This is an optimization exercise on Yosys and OpenROAD, whose aim is small area, a short achievable clock period and few clock cycles per item, not a production implementation. Where RTL was checked, it was by simulation tests only, not by an equivalence proof against the original. No activity file was given, so power comes from the tool's default toggle rates.

## MyDesign
module MyDesign(
    input logic reset_n,
    input logic clk,
    input logic dut_valid,
    output logic dut_ready,
    output logic dut__tb__sram_input_write_enable,
    output logic [16-1 : 0] dut__tb__sram_input_write_address,
    output logic [32-1 : 0] dut__tb__sram_input_write_data,
    output logic [16-1 : 0] dut__tb__sram_input_read_address,
    input logic [32-1 : 0] tb__dut__sram_input_read_data,
    output logic dut__tb__sram_weight_write_enable,
    output logic [16-1 : 0] dut__tb__sram_weight_write_address,
    output logic [32-1 : 0] dut__tb__sram_weight_write_data,
    output logic [16-1 : 0] dut__tb__sram_weight_read_address,
    input logic [32-1 : 0] tb__dut__sram_weight_read_data,
    output logic dut__tb__sram_result_write_enable,
    output logic [16-1 : 0] dut__tb__sram_result_write_address,
    output logic [32-1 : 0] dut__tb__sram_result_write_data,
    output logic [16-1 : 0] dut__tb__sram_result_read_address,
    input logic [32-1 : 0] tb__dut__sram_result_read_data,
    output logic dut__tb__sram_scratchpad_write_enable,
    output logic [16-1 : 0] dut__tb__sram_scratchpad_write_address,
    output logic [32-1 : 0] dut__tb__sram_scratchpad_write_data,
    output logic [16-1 : 0] dut__tb__sram_scratchpad_read_address,
    input logic [32-1 : 0] tb__dut__sram_scratchpad_read_data
);
export LEC_CHECK = 0
export ABC_CLOCK_PERIOD_IN_PS = 3500
export CAP_MARGIN = 20
export CORE_MARGIN = 2
export CORE_UTILIZATION = 40
export CTS_CLUSTER_DIAMETER = 100
export CTS_CLUSTER_SIZE = 20
export SLEW_MARGIN = 20
create_clock -name core_clock -period 11.0 [get_ports {clk}]
standard.sh (not shown) runs the stock make flow with config.mk's settings and CLKGATE_MAP_FILE= SYNTH_SCRIPT=/design/flow/synth_recipe.tcl, a recipe that flattens the netlist after the stock synthesis.
==> flow/flow/run.sh <==
#!/bin/bash
set -euo pipefail
bash standard.sh SETUP_SLACK_MARGIN=7.5 "BUFFER_PORTS_ARGS=-buffer_cell sky130_fd_sc_hd__buf_1" finish > standard.log 2>&1
The baseline completed with no timing, DRC or antenna violations.
Next try:
--- a/flow/design.v
+++ b/flow/design.v
@@ -61,38 +61,38 @@
       end
       if (st_dims)
         issuing <= 1'b1;
       else if (issuing && end_ph && ph == 3'd4)
         issuing <= 1'b0;
       if (w_final)
         ready_r <= 1'b1;
     end
   end
   always_ff @(posedge clk) begin
-    if (ready_r || st_wait) begin
+    if (ready_r) begin
       a_addr <= '0;
       b_addr <= '0;
     end else if (st_dims) begin
       nm1    <= tb__dut__sram_input_read_data[19:16] - 4'd1;
       dm1    <= tb__dut__sram_input_read_data[4:0] - 5'd1;
       em1    <= tb__dut__sram_weight_read_data[4:0] - 5'd1;
       kmax   <= tb__dut__sram_input_read_data[4:0] - 5'd1;
       cmax   <= tb__dut__sram_weight_read_data[4:0] - 5'd1;
       ph     <= 3'd0;
       k      <= '0;
       c      <= '0;
       r      <= '0;
       a_addr <= 11'd1;
       a_row  <= 11'd1;
       b_addr <= 12'd1;
       b_base <= 12'd1;
-    end else begin
+    end else if (issuing) begin
       if (!end_k) begin
         k      <= k + 5'd1;
         a_addr <= a_inc;
         b_addr <= b_inc;
       end else begin
         k <= '0;
         if (!end_c) begin
           c      <= c + 5'd1;
           a_addr <= a_row;
           b_addr <= b_inc;
What happened:
- The changed run completed with no timing, DRC or antenna violations
- power drops by 2.0%
- design area hardly moves
- clock-buffer cell count drops by 1
- area after synthesis goes up by 0.68%
- die area rose by 0.67%
- clock power goes down by about 4%
- critical path depth does not change
- synthesized cell count rose by 1.6%
- sequential share of layout area drops by 0.15 points
- register-to-register slack gets better by 0.04 ns
- core utilization stays flat
- routed wire length grows by 1.2%
Testbench counts after the change, summed over its fixed seeds: cycles 307,812, items 48.
No functional check of the RTL was part of the first run of this note.

========
MyDesign, a different RTL version from the one above (not shown whole).
For scale: roughly 3,100 cells after synthesis, roughly 440 flip-flops, roughly 390 I/O pins.
==> flow/design.v (excerpt) <==
module MyDesign(
    input logic reset_n,
    input logic clk,
    input logic dut_valid,
    output logic dut_ready,
    output logic dut__tb__sram_input_write_enable,
    output logic [16-1 : 0] dut__tb__sram_input_write_address,
    output logic [32-1 : 0] dut__tb__sram_input_write_data,
    output logic [16-1 : 0] dut__tb__sram_input_read_address,
    input logic [32-1 : 0] tb__dut__sram_input_read_data,
    output logic dut__tb__sram_weight_write_enable,
    output logic [16-1 : 0] dut__tb__sram_weight_write_address,
    output logic [32-1 : 0] dut__tb__sram_weight_write_data,
    output logic [16-1 : 0] dut__tb__sram_weight_read_address,
    input logic [32-1 : 0] tb__dut__sram_weight_read_data,
    output logic dut__tb__sram_result_write_enable,
    output logic [16-1 : 0] dut__tb__sram_result_write_address,
    output logic [32-1 : 0] dut__tb__sram_result_write_data,
    output logic [16-1 : 0] dut__tb__sram_result_read_address,
    input logic [32-1 : 0] tb__dut__sram_result_read_data,
    output logic dut__tb__sram_scratchpad_write_enable,
    output logic [16-1 : 0] dut__tb__sram_scratchpad_write_address,
    output logic [32-1 : 0] dut__tb__sram_scratchpad_write_data,
    output logic [16-1 : 0] dut__tb__sram_scratchpad_read_address,
    input logic [32-1 : 0] tb__dut__sram_scratchpad_read_data
);
==> flow/config.mk <==
export PLATFORM = sky130hd
export DESIGN_NAME = MyDesign
export DESIGN_NICKNAME = MyDesign
export VERILOG_FILES = /design/flow/design.v
export SDC_FILE = /design/flow/constraint.sdc
export NUM_CORES = 4
export LEC_CHECK = 0
export ABC_CLOCK_PERIOD_IN_PS = 3500
export CAP_MARGIN = 20
export CORE_MARGIN = 2
export CORE_UTILIZATION = 40
export CTS_CLUSTER_DIAMETER = 100
export CTS_CLUSTER_SIZE = 20
export SLEW_MARGIN = 20
==> flow/constraint.sdc <==
create_clock -name core_clock -period 11.0 [get_ports {clk}]
set_input_delay 2.2000 -clock core_clock [delete_from_list [all_inputs] [get_ports {clk}]]
set_output_delay 2.2000 -clock core_clock [all_outputs]
set_load 0.01 [all_outputs]
Scripts as last shown in full above: flow/flow/run.sh
Edit:
--- a/flow/design.v
+++ b/flow/design.v
@@ -33,26 +33,29 @@
   logic        st_dims;       
   logic        issuing;       
   logic [2:0]  ph;            
   logic [4:0]  k, c;
   logic [3:0]  r;
   logic [4:0]  kmax, cmax;
   logic [4:0]  dm1, em1;
   logic [3:0]  nm1;
   logic [10:0] a_addr, a_row;
   logic [11:0] b_addr, b_base;
+  logic [10:0] a_out;         
+  logic [11:0] b_out;         
   wire end_k  = (k == kmax);
   wire end_c  = (c == cmax);
   wire end_r  = (r == nm1);
   wire end_ph = end_k & end_c & end_r;
   wire [10:0] a_inc = a_addr + 11'd1;
   wire [11:0] b_inc = b_addr + 12'd1;
+  wire [10:0] z_base = a_inc + {a_inc[9:0], 1'b0};
   always_ff @(posedge clk) begin
     if (!reset_n) begin
       ready_r <= 1'b1;
       st_wait <= 1'b0;
       st_dims <= 1'b0;
       issuing <= 1'b0;
     end else begin
       st_wait <= 1'b0;
       st_dims <= st_wait;
       if (ready_r && dut_valid) begin
@@ -64,75 +67,91 @@
       else if (issuing && end_ph && ph == 3'd4)
         issuing <= 1'b0;
       if (w_final)
         ready_r <= 1'b1;
     end
   end
   always_ff @(posedge clk) begin
     if (ready_r || st_wait) begin
       a_addr <= '0;
       b_addr <= '0;
+      a_out  <= '0;
+      b_out  <= '0;
     end else if (st_dims) begin
+      a_out  <= 11'd1;
+      b_out  <= 12'd1;
       nm1    <= tb__dut__sram_input_read_data[19:16] - 4'd1;
       dm1    <= tb__dut__sram_input_read_data[4:0] - 5'd1;
       em1    <= tb__dut__sram_weight_read_data[4:0] - 5'd1;
       kmax   <= tb__dut__sram_input_read_data[4:0] - 5'd1;
       cmax   <= tb__dut__sram_weight_read_data[4:0] - 5'd1;
       ph     <= 3'd0;
       k      <= '0;
       c      <= '0;
       r      <= '0;
       a_addr <= 11'd1;
       a_row  <= 11'd1;
       b_addr <= 12'd1;
       b_base <= 12'd1;
     end else begin
       if (!end_k) begin
         k      <= k + 5'd1;
         a_addr <= a_inc;
         b_addr <= b_inc;
+        a_out  <= a_out + 11'd1;
+        b_out  <= b_out + 12'd1;
       end else begin
         k <= '0;
         if (!end_c) begin
           c      <= c + 5'd1;
           a_addr <= a_row;
           b_addr <= b_inc;
+          a_out  <= a_row;
+          b_out  <= b_out + 12'd1;
         end else begin
           c <= '0;
           if (!end_r) begin
             r      <= r + 4'd1;
             a_addr <= a_inc;
             a_row  <= a_inc;
             b_addr <= b_base;
+            a_out  <= a_out + 11'd1;
+            b_out  <= b_base;
           end else begin
             r  <= '0;
             ph <= ph + 3'd1;
             case (ph)
               3'd0, 3'd1: begin             
                 a_addr <= 11'd1;
                 a_row  <= 11'd1;
                 b_addr <= b_inc;
                 b_base <= b_inc;
+                a_out  <= 11'd1;
+                b_out  <= b_out + 12'd1;
               end
               3'd2: begin                   
                 a_addr <= '0;
                 a_row  <= '0;
                 b_addr <= '0;
                 b_base <= '0;
+                a_out  <= '0;
+                b_out  <= '0;
                 kmax   <= em1;
                 cmax   <= {1'b0, nm1};
               end
               default: begin                
-                a_addr <= a_inc + {a_inc[9:0], 1'b0};
-                a_row  <= a_inc + {a_inc[9:0], 1'b0};
+                a_addr <= z_base;
+                a_row  <= z_base;
                 b_addr <= b_inc;
                 b_base <= b_inc;
+                a_out  <= z_base;
+                b_out  <= b_out + 12'd1;
                 kmax   <= {1'b0, nm1};
                 cmax   <= em1;
               end
             endcase
           end
         end
       end
     end
   end
   logic       t1_v, t2_v, t3_v;
@@ -245,24 +264,24 @@
       end
     end
   end
   assign dut_ready = ready_r;
   assign dut__tb__sram_input_write_enable   = 1'b0;
   assign dut__tb__sram_input_write_address  = '0;
   assign dut__tb__sram_input_write_data     = '0;
   assign dut__tb__sram_weight_write_enable  = 1'b0;
   assign dut__tb__sram_weight_write_address = '0;
   assign dut__tb__sram_weight_write_data    = '0;
-  assign dut__tb__sram_input_read_address      = {5'd0, a_addr};
-  assign dut__tb__sram_result_read_address     = {5'd0, a_addr};
-  assign dut__tb__sram_weight_read_address     = {4'd0, b_addr};
-  assign dut__tb__sram_scratchpad_read_address = {4'd0, b_addr};
+  assign dut__tb__sram_input_read_address      = {5'd0, a_out};
+  assign dut__tb__sram_result_read_address     = {5'd0, a_out};
+  assign dut__tb__sram_weight_read_address     = {4'd0, b_out};
+  assign dut__tb__sram_scratchpad_read_address = {4'd0, b_out};
   assign dut__tb__sram_result_write_enable      = res_we;
   assign dut__tb__sram_result_write_address     = {4'd0, res_wa};
   assign dut__tb__sram_result_write_data        = wdata;
   assign dut__tb__sram_scratchpad_write_enable  = sp_we;
   assign dut__tb__sram_scratchpad_write_address = {6'd0, sp_wa};
   assign dut__tb__sram_scratchpad_write_data    = wdata;
 endmodule
 module booth_tree (
   input  logic [31:0] op_a,
   input  logic [15:0] one, two, neg,
The changed run completed without violations. Sequential power goes up by about 3%. Final cell count goes up by 5.0%. Sequential share of layout area rose by 0.40 points. Total power grows by 0.70%. Wire length rises by about 5%. Die area rose by about 3%.
Function was not checked in any run of this note: the RTL went through the layout flow alone.

## afterwards: timing with drivers on the ports
No port has a modelled driver above. Below, the same layouts with a new extraction and two added sets of constraints. Step 1, drivers: a clkbuf_16 drives clk and a buf_2 each remaining input, both assumed. Step 2 adds t to the input delays and takes it off the output delays; t is the mean of the earliest and latest rising clock arrival at the registers after step 1. Input paths then give back, and output paths get back, about the clock's delay inside the block. Slacks: ideal ports / drivers / drivers and shift; pairs: ideal ports / drivers.
| run | shift t [ns] | setup WS [ns] | hold WS [ns] |
|---|---|---|---|
| the first run of note 1 | 0.683 | 7.558 / 7.492 / 7.461 | 0.331 / 0.331 / 0.331 |
| the second run of note 1 | 0.663 | 7.538 / 7.472 / 7.460 | 0.330 / 0.330 / 0.330 |
| the first run of note 2 | 0.657 | 7.553 / 7.490 / 7.494 | 0.326 / 0.326 / 0.326 |
| the second run of note 2 | 0.667 | 7.561 / 7.494 / 7.424 | 0.324 / 0.324 / 0.324 |
After both steps setup and hold are still met in every run listed. For the second run of note 2, which loses most, drivers alone change the setup slack by -0.067 ns; drivers and shift together by -0.137 ns.
